Background: an optimization exercise with open tools, aiming at small area, a short achievable clock period and few clock cycles. Do not read the settings as production practice. Only simulation tests tie the RTL to the original design; equivalence was not proved. Power is estimated from default activity; no workload was simulated.

## v49
==> flow/design.v <==
module layer1(
input clk,
input reset_n,
input waitrequest,
input readdatavalid,
input [15:0] readdata,
output chipselect,
output [1:0] byteenable,
output reg read_n,
output reg write_n,
output reg [15:0] writedata,
output reg [31:0] address,
input ready,
output reg done
);
	localparam K  = 8;           
	localparam KW = 3;           
	localparam M  = 7;           
	localparam MW = 3;           
	localparam [10:0] IC0   = 11'd992;    
	localparam [10:0] ICEND = 11'd1776;   
	localparam [6:0]  Q0    = 7'd40;      
	localparam [6:0]  QEND  = 7'd65;      
	localparam [17:0] WB0   = 18'd400;    
	localparam [17:0] ROW   = 18'd784;    
	assign chipselect = 1'b1;
	assign byteenable = 2'b11;
	reg run;                  
	reg fin;                  
	reg clr;                  
	reg wph;                  
	reg rq_img, rq_wt, rq_wr;
	wire active = rq_img | rq_wt | rq_wr;
	wire acc_ok = active & ~waitrequest;
	reg [10:0] ic;            
	reg [6:0]  q;             
	reg [17:0] wb;            
	reg [KW-1:0] kk;          
	reg [MW-1:0] ahead;       
	reg [MW-1:0] avail;       
	reg [M-1:0]  mk;
	wire [M+1:0] mkx = {mk, 2'b00};
	wire mk_cur  = mkx[avail + 1];
	wire mk_nxt  = mkx[avail];
	reg [7:0] tg;
	reg [3:0] nq;             
	wire [8:0] tgx = {tg, 1'b0};
	reg [15:0] acc [0:K-1];
	wire last_k = &kk;
	wire zc   = (avail != 0) & ~mk_cur;
	wire bc   = rq_wt & last_k & acc_ok;
	wire cons = zc | bc;
	wire rtg      = tgx[nq];
	wire img_resp = readdatavalid & rtg;
	wire wt_resp  = readdatavalid & ~rtg;
	wire nz = |readdata;
	wire av1      = (avail != 0);
	wire av2      = (avail > 1);
	wire cons_pre = rq_wt ? last_k : (av1 & ~mk_cur);
	wire nxt_nz   = av2 & mk_nxt;
	wire nxt_wt   = rq_wt ? (~last_k | nxt_nz) : (av1 & (mk_cur | nxt_nz));
	wire ic_end   = rq_img ? (ic == ICEND - 1) : (ic == ICEND);
	wire ahead_ok = (rq_img & ~cons_pre) ? (ahead < M - 1) :
	                (~rq_img & cons_pre) ? 1'b1 : (ahead < M);
	wire nxt_img  = ~nxt_wt & ~ic_end & ahead_ok;
	wire slot = ~active | ~waitrequest;
	wire pass_end = run & ~wph & ~active & (ic == ICEND) & (ahead == 0) &
	                (nq == 0);
	reg [17:0] wb_step;
	always @(*) begin
		if (rq_wt & last_k)
			wb_step = 18'd1 - ROW * (K - 1);
		else if (rq_wt | rq_wr)
			wb_step = ROW;
		else
			wb_step = 18'd1;
	end
	wire [17:0] wb_sum = wb + wb_step;
	wire [15:0] acc_sum = acc[0] + readdata;
	wire wb_en = (rq_wt & acc_ok) | (rq_wr & acc_ok & ~last_k) | (~rq_wt & ~rq_wr & zc);
	integer j;
	always @(posedge clk) begin
		if (!reset_n) begin
			run <= 1'b0;
			fin <= 1'b0;
			clr <= 1'b0;
			wph <= 1'b0;
			rq_img <= 1'b0;
			rq_wt <= 1'b0;
			rq_wr <= 1'b0;
		end else if (!run) begin
			if (fin) begin
				if (!ready) fin <= 1'b0;
			end else if (ready) begin
				run <= 1'b1;
				clr <= 1'b1;
				wph <= 1'b0;
			end
		end else begin
			if (clr) begin
				if (last_k) begin
					clr <= 1'b0;
					rq_img <= 1'b1;
				end
			end else if (slot) begin
				if (wph) begin
					if (last_k) begin
						wph <= 1'b0;
						rq_wr <= 1'b0;
						if (q == QEND - 1) begin
							run <= 1'b0;
							fin <= 1'b1;
						end else begin
							rq_img <= 1'b1;
						end
					end
				end else if (pass_end) begin
					wph <= 1'b1;
					rq_wr <= 1'b1;
				end else begin
					rq_wt <= nxt_wt;
					rq_img <= nxt_img;
				end
			end
		end
	end
	always @(posedge clk) begin
		if (!run) begin
			ic <= IC0;
			q <= Q0;
			wb <= WB0;
			kk <= 0;
			ahead <= 0;
			avail <= 0;
			nq <= 0;
		end else begin
			if (rq_img & acc_ok)
				ic <= ic + 1'b1;
			else if (wph & acc_ok & last_k)
				ic <= IC0;
			if (rq_wr & acc_ok & last_k)
				q <= q + 1'b1;
			if (wb_en)
				wb <= wb_sum;
			if (((rq_wt | rq_wr) & acc_ok) | clr)
				kk <= kk + 1'b1;
			ahead <= ahead + (rq_img & acc_ok) - cons;
			avail <= avail + img_resp - cons;
			nq <= nq + ((rq_img | rq_wt) & acc_ok) - readdatavalid;
		end
	end
	always @(posedge clk) begin
		if ((rq_img | rq_wt) & acc_ok)
			tg <= {tg[6:0], rq_img};
		if (img_resp)
			mk <= {mk[M-2:0], nz};
	end
	always @(posedge clk) begin
		if (wt_resp | clr | (rq_wr & acc_ok)) begin
			for (j = 0; j < K - 1; j = j + 1)
				acc[j] <= acc[j + 1];
			acc[K - 1] <= wt_resp ? acc_sum : 16'd0;
		end
	end
	always @(*) begin
		read_n = ~(rq_img | rq_wt);
		write_n = ~rq_wr;
		address = ({32{rq_img}} & {12'd0, 8'h92, ic, 1'b0}) |
		          ({32{rq_wt}}  & {13'd0, wb, 1'b0}) |
		          ({32{rq_wr}}  & {12'd0, 9'hC3, q, kk, 1'b0});
		writedata = acc[0];
		done = fin & ready;
	end
endmodule
clock: 5.0 ns
lec_check: 0
abc_clock_period_in_ps: 2500
cap_margin: 20
core_margin: 2
core_utilization: 55
cts_buf_list: sky130_fd_sc_hd__clkbuf_4 sky130_fd_sc_hd__clkbuf_8
place_density: 0.7
setup_slack_margin: 2.5
slew_margin: 40
standard.sh (not shown) runs the stock make flow with config.mk's settings and CLKGATE_MAP_FILE= SYNTH_SCRIPT=/design/flow/synth_recipe.tcl, a recipe that flattens the netlist after the stock synthesis.
==> flow/flow/run.sh <==
#!/bin/bash
# Layout: the standard flow (standard.sh, synthesis included, unchanged)
# with two resizer choices changed: ports get buf_4 buffers instead of the
# smallest buffer cell, and timing repair may change a cell's footprint when
# it resizes it. The whole make output goes to flow.log; ORFS keeps each
# step's own log under orfs/logs/.
set -euo pipefail
sed 's|"\${@:-finish}"|BUFFER_PORTS_ARGS="-buffer_cell sky130_fd_sc_hd__buf_4" MATCH_CELL_FOOTPRINT=0 "${@:-finish}"|' standard.sh > standard_mod.sh
grep -q 'MATCH_CELL_FOOTPRINT=0' standard_mod.sh
bash standard_mod.sh > flow.log 2>&1
v49 has completed all stages; timing, DRC and antenna checks passed.
Testbench counts of v49, summed over its fixed seeds: cycles 953,835.
The inputs of v54 differ from those of v49 as listed below.
Settings: changing PLACE_DENSITY from 0.7 to 0.6; changing CORE_UTILIZATION from 55 to 40; changing SETUP_SLACK_MARGIN from 2.5 to 2.4.
v54 reached the final stage; the timing, design-rule and antenna checks on its layout passed. Taking v49 as the reference, in v54 relative area change from synthesis to final layout fell 0.81 points, final wirelength fell 670 um, fraction of power spent switching nets rose 1.1 points.
The following lists how v1 was set up differently from v54:
Settings: SETUP_SLACK_MARGIN changed from 2.4 to 2.5; SLEW_MARGIN changed from 40 to 20; CTS_BUF_LIST removed (was sky130_fd_sc_hd__clkbuf_4 sky130_fd_sc_hd__clkbuf_8).
==> comparison <==
v1 vs v54: first-pass GRT wire length down slightly. Number of unique standard cell types used by synthesis came out exactly the same in v1 and v54. v54 → v1: length of routed wiring on met1 moved up; multiplexer share of the synthesized area closely matched the old numbers. Sort v1 and v54 by end-of-flow core utilization asc -> top: v54.
> inputs changed (v1 -> v23)
Settings: SLEW_MARGIN: 20 -> 40; CORE_UTILIZATION: 40 -> 70; SETUP_SLACK_MARGIN: 2.5 -> 2.4; CTS_BUF_LIST: unset -> sky130_fd_sc_hd__clkbuf_4 sky130_fd_sc_hd__clkbuf_8; PLACE_DENSITY: 0.6 -> 0.8.
## What came out
Having completed the whole flow, v23 delivered a layout that passed the timing, design-rule and antenna checks. Against v1 as the reference, v23 delivers a lower static leakage. Between v23 and v1, the worst hold slack does not differ in any meaningful way. In the flow results for v1 and v23, the post-route clock period utilization is smaller on v1.

## afterwards: timing with drivers on the ports
The flow's constraints put no driver on any port. The routed layouts listed below were extracted and timed again, unchanged, in two steps.
Step 1 sets driving cells, clkbuf_16 on the clock port and buf_2 on the other inputs (assumed; they add their load-dependent delay and slew).
Step 2 adds t to the input delays and takes it off the output delays; t is the mean of the earliest and latest rising clock arrival at the registers after step 1. Input paths then give back, and output paths get back, about the clock's delay inside the block.
Three values: no drivers, after step 1, after step 2; two values: the first two.
| run | shift t [ns] | setup WS [ns] | worst data-port slew with drivers (ns) |
|---|---|---|---|
| v49 | 0.504 | 2.330 / 2.292 / 2.046 | 0.06 |
| v54 | 0.507 | 2.427 / 2.386 / 2.014 | 0.07 |
| v1 | 0.470 | 2.473 / 2.432 / 2.053 | 0.05 |
| v23 | 0.508 | 2.286 / 2.251 / 1.962 | 0.05 |
After both steps every run listed still meets setup and hold. The setup slack of v1, which loses most, moves by -0.041 ns with the drivers and by -0.420 ns with both steps.
